Context: an optimization exercise on an open-source flow, tuned for small area. The choices shown serve that exercise and are no tape-out recipe. Only simulation tests tie the RTL to the original design; equivalence was not proved. Power is estimated from default activity; no workload was simulated.

==> flow/config.mk <==
export PLATFORM = sky130hd
export DESIGN_NAME = timer_group3_final
export DESIGN_NICKNAME = timer_group3_final
export VERILOG_FILES = /design/flow/design.v
export SDC_FILE = /design/flow/constraint.sdc
export NUM_CORES = 4
export LEC_CHECK = 0
export CAP_MARGIN = 20
export CORE_MARGIN = 2
export CORE_UTILIZATION = 40
export SLEW_MARGIN = 20
==> flow/constraint.sdc <==
create_clock -name core_clock -period 10.0 [get_ports {sys_clk}]
set_input_delay 2.0000 -clock core_clock [delete_from_list [all_inputs] [get_ports {sys_clk}]]
set_output_delay 2.0000 -clock core_clock [all_outputs]
set_load 0.01 [all_outputs]
==> flow/design.v <==
module led_7_segment(
    input [3:0] b,       
    output [6:0] led
);
    assign led[0] = ~(b[1] | b[3] | ~(b[2] ^ b[0]));
    assign led[1] = ~(~(b[1] ^ b[0]) | ~b[2]);
    assign led[2] = ~b[2] & b[1] & ~b[0];
    assign led[3] = (~b[3] & ~b[2] & ~b[1] & b[0]) | (b[2] & ~b[1] & ~b[0]) | (b[2] & b[1] & b[0]);
    assign led[4] = b[0] | (b[2] & ~b[1]);
    assign led[5] = (~b[3] & ~b[2] & b[0]) | (~b[2] & b[1]) | (b[1] & b[0]);
    assign led[6] = (b[2] & b[1] & b[0]) | (~b[3] & ~b[2] & ~b[1]);
endmodule
module led_7_segment6(
    input [2:0] b,       
    output [6:0] led
);
    assign led[0] = (~b[2] & ~b[1] & b[0]) | (b[2] & ~b[0]);
    assign led[1] = b[2] & b[0];
    assign led[2] = b[1] & ~b[0];
    assign led[3] = (~b[2] & ~b[1] & b[0]) | (b[2] & ~b[0]);
    assign led[4] = b[0] | b[2];
    assign led[5] = (~b[2] & b[0]) | b[1];
    assign led[6] = ~b[2] & ~b[1];
endmodule
module timer_group3_final
(
input wire sys_clk,
input wire set_time_increase,
input wire set_time_decrease,
input wire start,
input wire pause,
input wire reset,
output wire [6:0] min1_led,
output wire [6:0] min0_led,
output wire [6:0] sec1_led,
output wire [6:0] sec0_led,
output wire blink_led
);
function [3:0] dec9(input [3:0] x);
    dec9 = {(x[3] & x[0]) | (x == 4'd0),
            (x[2] & (x[1] | x[0])) | (x[3] & ~x[0]),
            ~(x[1] ^ x[0]) & (x[1] | x[2] | x[3]),
            ~x[0]};
endfunction
function [3:0] inc9(input [3:0] x);
    inc9 = {(x[2] & x[1] & x[0]) | (x[3] & ~x[0]),
            x[2] ^ (x[1] & x[0]),
            (x[1] ^ x[0]) & ~x[3],
            ~x[0]};
endfunction
function [2:0] dec5(input [2:0] x);
    dec5 = {(x == 3'd0) | (x[2] & x[0]),
            (x[1] & x[0]) | (x[2] & ~x[0]),
            ~x[0]};
endfunction
function [2:0] inc5(input [2:0] x);
    inc5 = {(x[1] & x[0]) | (x[2] & ~x[0]),
            ~x[2] & (x[1] ^ x[0]),
            ~x[0]};
endfunction
reg [4:0] div;
reg       half;
wire      wrap = div[4] & div[3];           
wire      tick = wrap & ~half;
wire [4:0] div_inc = {div[4] ^ (&div[3:0]), div[3] ^ (&div[2:0]), div[2] ^ (&div[1:0]), div[1] ^ div[0], ~div[0]};
always @(posedge sys_clk or posedge reset)
    if (reset) begin
        div  <= 5'd0;
        half <= 1'b0;
    end else if (wrap) begin
        div  <= 5'd0;
        half <= ~half;
    end else
        div <= div_inc;
reg [2:0] m1;
reg [3:0] m0;
reg T, a, b, led;
reg [2:0] d3, d1;
reg [3:0] d2, d0;
wire btn  = ~set_time_increase | ~set_time_decrease;
wire go   = start & ~pause;
wire idle = ~T & ~b;
wire [2:0] s3 = idle ? m1 : d3;
wire [3:0] s2 = idle ? m0 : d2;
wire [2:0] s1 = idle ? 3'd0 : d1;
wire [3:0] s0 = idle ? 4'd0 : d0;
wire z0 = (s0 == 4'd0);
wire z1 = (s1 == 3'd0);
wire z2 = (s2 == 4'd0);
wire z3 = (s3 == 3'd0);
wire at_one = z3 & z2 & z1 & (s0 == 4'd1);
wire preset_nz = (m1 != 3'd0) | (m0 != 4'd0);
always @(posedge sys_clk or posedge reset)
    if (reset) begin
        m1 <= 3'd0;
        m0 <= 4'd0;
        T <= 1'b0;
        a <= 1'b1;
        b <= 1'b0;
        led <= 1'b0;
    end else if (tick) begin
        led <= T & ~led;
        if (!T) begin
            if (!start) begin
                a <= btn;
                b <= b & ~btn;
                if (!set_time_increase) begin
                    m0 <= inc9(m0);
                    if (m0 == 4'd9) m1 <= inc5(m1);
                end else if (!set_time_decrease) begin
                    if (m0 != 4'd0) m0 <= dec9(m0);
                    else if (m1 != 3'd0) begin
                        m0 <= 4'd9;
                        m1 <= dec5(m1);
                    end
                end
            end else if (b) begin
                if (at_one) begin
                    T <= 1'b1;
                    a <= pause;
                    b <= 1'b0;
                end
            end else if (!a && preset_nz)
                b <= 1'b1;
        end else begin
            a <= ~go & ~b;
            b <= b | (go & ~a);
        end
    end
always @(posedge sys_clk)
    if (tick) begin
        if (!T) begin
            if (idle || go) begin
                d0 <= dec9(s0);
                d1 <= z0 ? dec5(s1) : s1;
                d2 <= (z0 & z1) ? dec9(s2) : s2;
                d3 <= (z0 & z1 & z2) ? dec5(s3) : s3;
            end
        end else if (go)
            d0 <= a ? dec9(d0) : 4'd0;
    end
led_7_segment6 leg1_min (.b(s3), .led(min1_led));
led_7_segment leg0_min (.b(s2), .led(min0_led));
led_7_segment6 leg1_sec (.b(s1), .led(sec1_led));
led_7_segment leg0_sec (.b(s0), .led(sec0_led));
assign blink_led = led;
endmodule
==> flow/run.sh <==
#!/bin/bash
# synth_recipe.tcl (not shown) runs the flow's synth.tcl, then flattens the netlist and writes it again
# the make line also repeats each setting of config.mk as NAME=value (left out here)
make -C /OpenROAD-flow-scripts/flow DESIGN_CONFIG=/design/flow/config.mk WORK_HOME=/design/flow/orfs CLKGATE_MAP_FILE= SYNTH_SCRIPT=/design/flow/synth_recipe.tcl finish
==> summary.txt <==
[routing by layer]
metal,vias to the layer above,share of wire [%],wire [um]
met3,6,3.2,163
li1,943,-,-
met5,-,0,0
met2,36,47,2350
met1,866,49,2460
met4,0,1.4,70
[metrics by stage]
stage          hold WS [ps]  setup slack (ps)  utilization, %  total power [uW]  std cells
3_5_place_dp            425              5020            47.8               170        343
4_1_cts                 432              4660            49.7               295        351
2_1_floorplan           406              6200               -               157        249
3_3_place_gp            417              5080            47.8               170        343
5_1_grt                 477              4430            49.7               302        351
6_report                429              4680            49.7               292        351
[power groups by stage]
stage	Clock, uW	Sequential (uW)	Combinational [uW]
3_3_place_gp	0	139	30.3
2_1_floorplan	0	138	18.7
3_5_place_dp	0	139	30.6
4_1_cts	127	137	31.1
5_1_grt	131	137	34.1
6_report	124	137	30.7
[sequential cells by signal, indices dropped and copies added, names as in the netlist, named ones only]
register,count
T,1
a,1
b,1
d0,4
d1,3
d2,4
d3,3
div,5
half,1
led,1
m0,3
m1,3
[worst max-delay path: stages (launching register included)]
cell             delay [ps]
dfrtp_1                 770
or2_1                   630
mux2i_2                 540
mux2_2                  380
o21ai_0                 140
clkdlybuf4s50_1         560
[cell type report]
type	count	area, um2	share of cell area, %
multi-input combinational	185	1250	46.0
sequential	31	847	31.1
timing repair buffer	36	355	13.1
tap	72	90.1	3.31
inverter	19	71.3	2.62
clock buffer	5	68.8	2.53
clock inverter	3	38.8	1.42
[cell usage after synthesis, types with 3 or more instances]
master    number  share of area, %
clkbuf_1       6               1.0
dfrtp_1       16                18
nand2b_1       5               1.4
edfxtp_1      14                19
ha_1          12               6.7
nand3_1        3              0.67
nor3_1         7               1.6
a21oi_1       11               2.5
buf_4          3               1.0
and3_1         5               1.4
o21ai_0       14               3.1
buf_2          3              0.67
and2_1         3              0.84
mux2i_1        9               4.0
nor2_1        29               4.8
inv_1         19               3.2
nand2_1       25               4.2
xnor2_1        6               2.3
o22ai_1        4               1.1
nor4_1         4               1.1
[cells by family (layout without fill, tap and decap cells)]
group / after synthesis / count (layout) / share of synthesized area, %
compound gates: 60 / 60 / 19.2
fa+ha+maj: 12 / 12 / 6.69
xor+xnor: 7 / 7 / 2.73
simple gates: 93 / 93 / 20.5
flops: 31 / 31 / 37.7
buf+inv: 33 / 63 / 6.52
mux: 13 / 13 / 6.63
[layout by cell type (no fill, tap or decap), types with 5 or more instances in the layout]
master,count
a21oi_1,11
and3_1,5
clkbuf_8,5
clkdlybuf4s50_1,34
dfrtp_1,16
edfxtp_1,14
ha_1,12
inv_1,19
mux2i_1,9
nand2_1,25
nand2b_1,5
nor2_1,29
nor3_1,7
o21ai_0,14
xnor2_1,6
[path summary, 6_finish.rpt]
check	to	slack [ps]	cells past startpoint
worst max-delay path	min0_led[3]	4680	5
worst min-delay path	div[0]	430	1
worst max register to register	a	6870	8
worst min register to register	div[0]	430	1
max in group asynchronous	b	7440	2
min in group asynchronous	async pin	2100	2
==> results.ini <==
[outcome]
status=finished clean

[yosys]
synth_edf_count=14
ys_seq_area_share_pct=37.7
synth_area_um2=2240
ys_types=60
netlist_instances=249
ys_ff_latch=31
synth_nets=267
yosysWarnings=1
syn_area_per_cell_um2=9.01
ys.flop_type=dfrtp_1
async_flop_share_pct=54.8

[global_route]
antenna_found_initial=0
grt_max_degree=25
met3_usage_pct=3.64
grt_pass1_vias=1804
met1_usage_pct=22.6
track_usage_pct=17.1
overflow=0
grt.busiest_layer=met2
grt_first_pass_wirelength_um=8490
grt_util_met2_pct=27.8

[detailed_routing]
vias=1851
drtIter0Drc=68
antenna_left=0
wl_per_cell_um=14.4
wl_um=5050
drc=0
vias_per_cell=5.27
drt-pass1-iter-count=4

[hold_path]
min_from=div[0]
hp-class=reg -> reg

[clock_network]
clockBufferDepth=2
cts_buffers=5
htreeDepth=2
path_clk_slew_ps=70
cts_root_buffer=clkbuf_8
clkLatencyLatePin_ps=290
cts_hold_buffers=0
ctsResizeCount=0
clock-sinks=31
cts_tree=done
cts_setup_buffers=0

[worst_setup_path]
path_class=reg -> out
r2r-start=T
start_kind=register
setup.worst_path.end_class=output pin
worstPathRequired_ps=8000
critPathLaunch=T
arrival_ps=3320
crit_fanout=24

[power_and_ir_drop]
leakagePower_uw=0.00112
swShare_pct=23.6
p_per_area_nw_per_um2=107
p_switching_uw=69.0
sequentialPowerShare_pct=46.9
clkPwrFrac_pct=42.6
intPower_uw=223
vdd_drop_max_mv=0.0675
comb_power_share_pct=10.5

[sta]
rsz0062_at_grt=no
report.final.hold_viol_count=0
fin_crit_ps=5320
period_share_pct=53.2
finClkSkew_ps=8.18
slew_headroom_pct=53.5
setup_viol=0
slew_violations=0
fmax_mhz=188
tightest_slew_ps=697
setup_tns_ps=0

[die]
num_io_pins=35
die_h_um=78.9
dieWidth_um=78.9
row_count=27
die_area_um2=6230
start_util_pct=41.0
core_um2=5470

[cells_and_area]
nNetsFinal=296
drive_above_1_share_pct=7.89
antenna_cells=0
areaGrowthSynthToFinish_pct=21.3
fin_area_um2=2720
n_fill_cell=545

[placement]
portBuffers=34
post-dp-hpwl_um=3580
placed_area_um2=2620
gp_congestion=0.754

[job]
maxCapViolCount=0

-- re-timing with driven ports --
The results above use ideal ports. As a check the final layout listed here was re-extracted and re-timed, cells and wires unchanged.
Step 1 (the two cells are an assumption about what drives the block):
set clk [get_ports {sys_clk}]
set_driving_cell -lib_cell sky130_fd_sc_hd__clkbuf_16 $clk
set_driving_cell -lib_cell sky130_fd_sc_hd__buf_2 [delete_from_list [all_inputs] $clk]
Step 2 adds t to the input delays and takes it off the output delays; t is the mean of the earliest and latest rising clock arrival at the registers after step 1. Input paths then give back, and output paths get back, about the clock's delay inside the block.
Three values: no drivers, after step 1, after step 2; two values: the first two.
t (ns): 0.318
setup slack, ns: 4.680 / 4.652 / 4.969
hold WS [ns]: 0.429 / 0.429 / 0.429
latest minus earliest clock arrival (ns): 0.008 / 0.009
worst register clock-pin slew, ns: 0.07 / 0.07
After both steps this run still meets setup and hold. For this run, drivers alone change the setup slack by -0.028 ns; drivers and shift together by +0.289 ns.
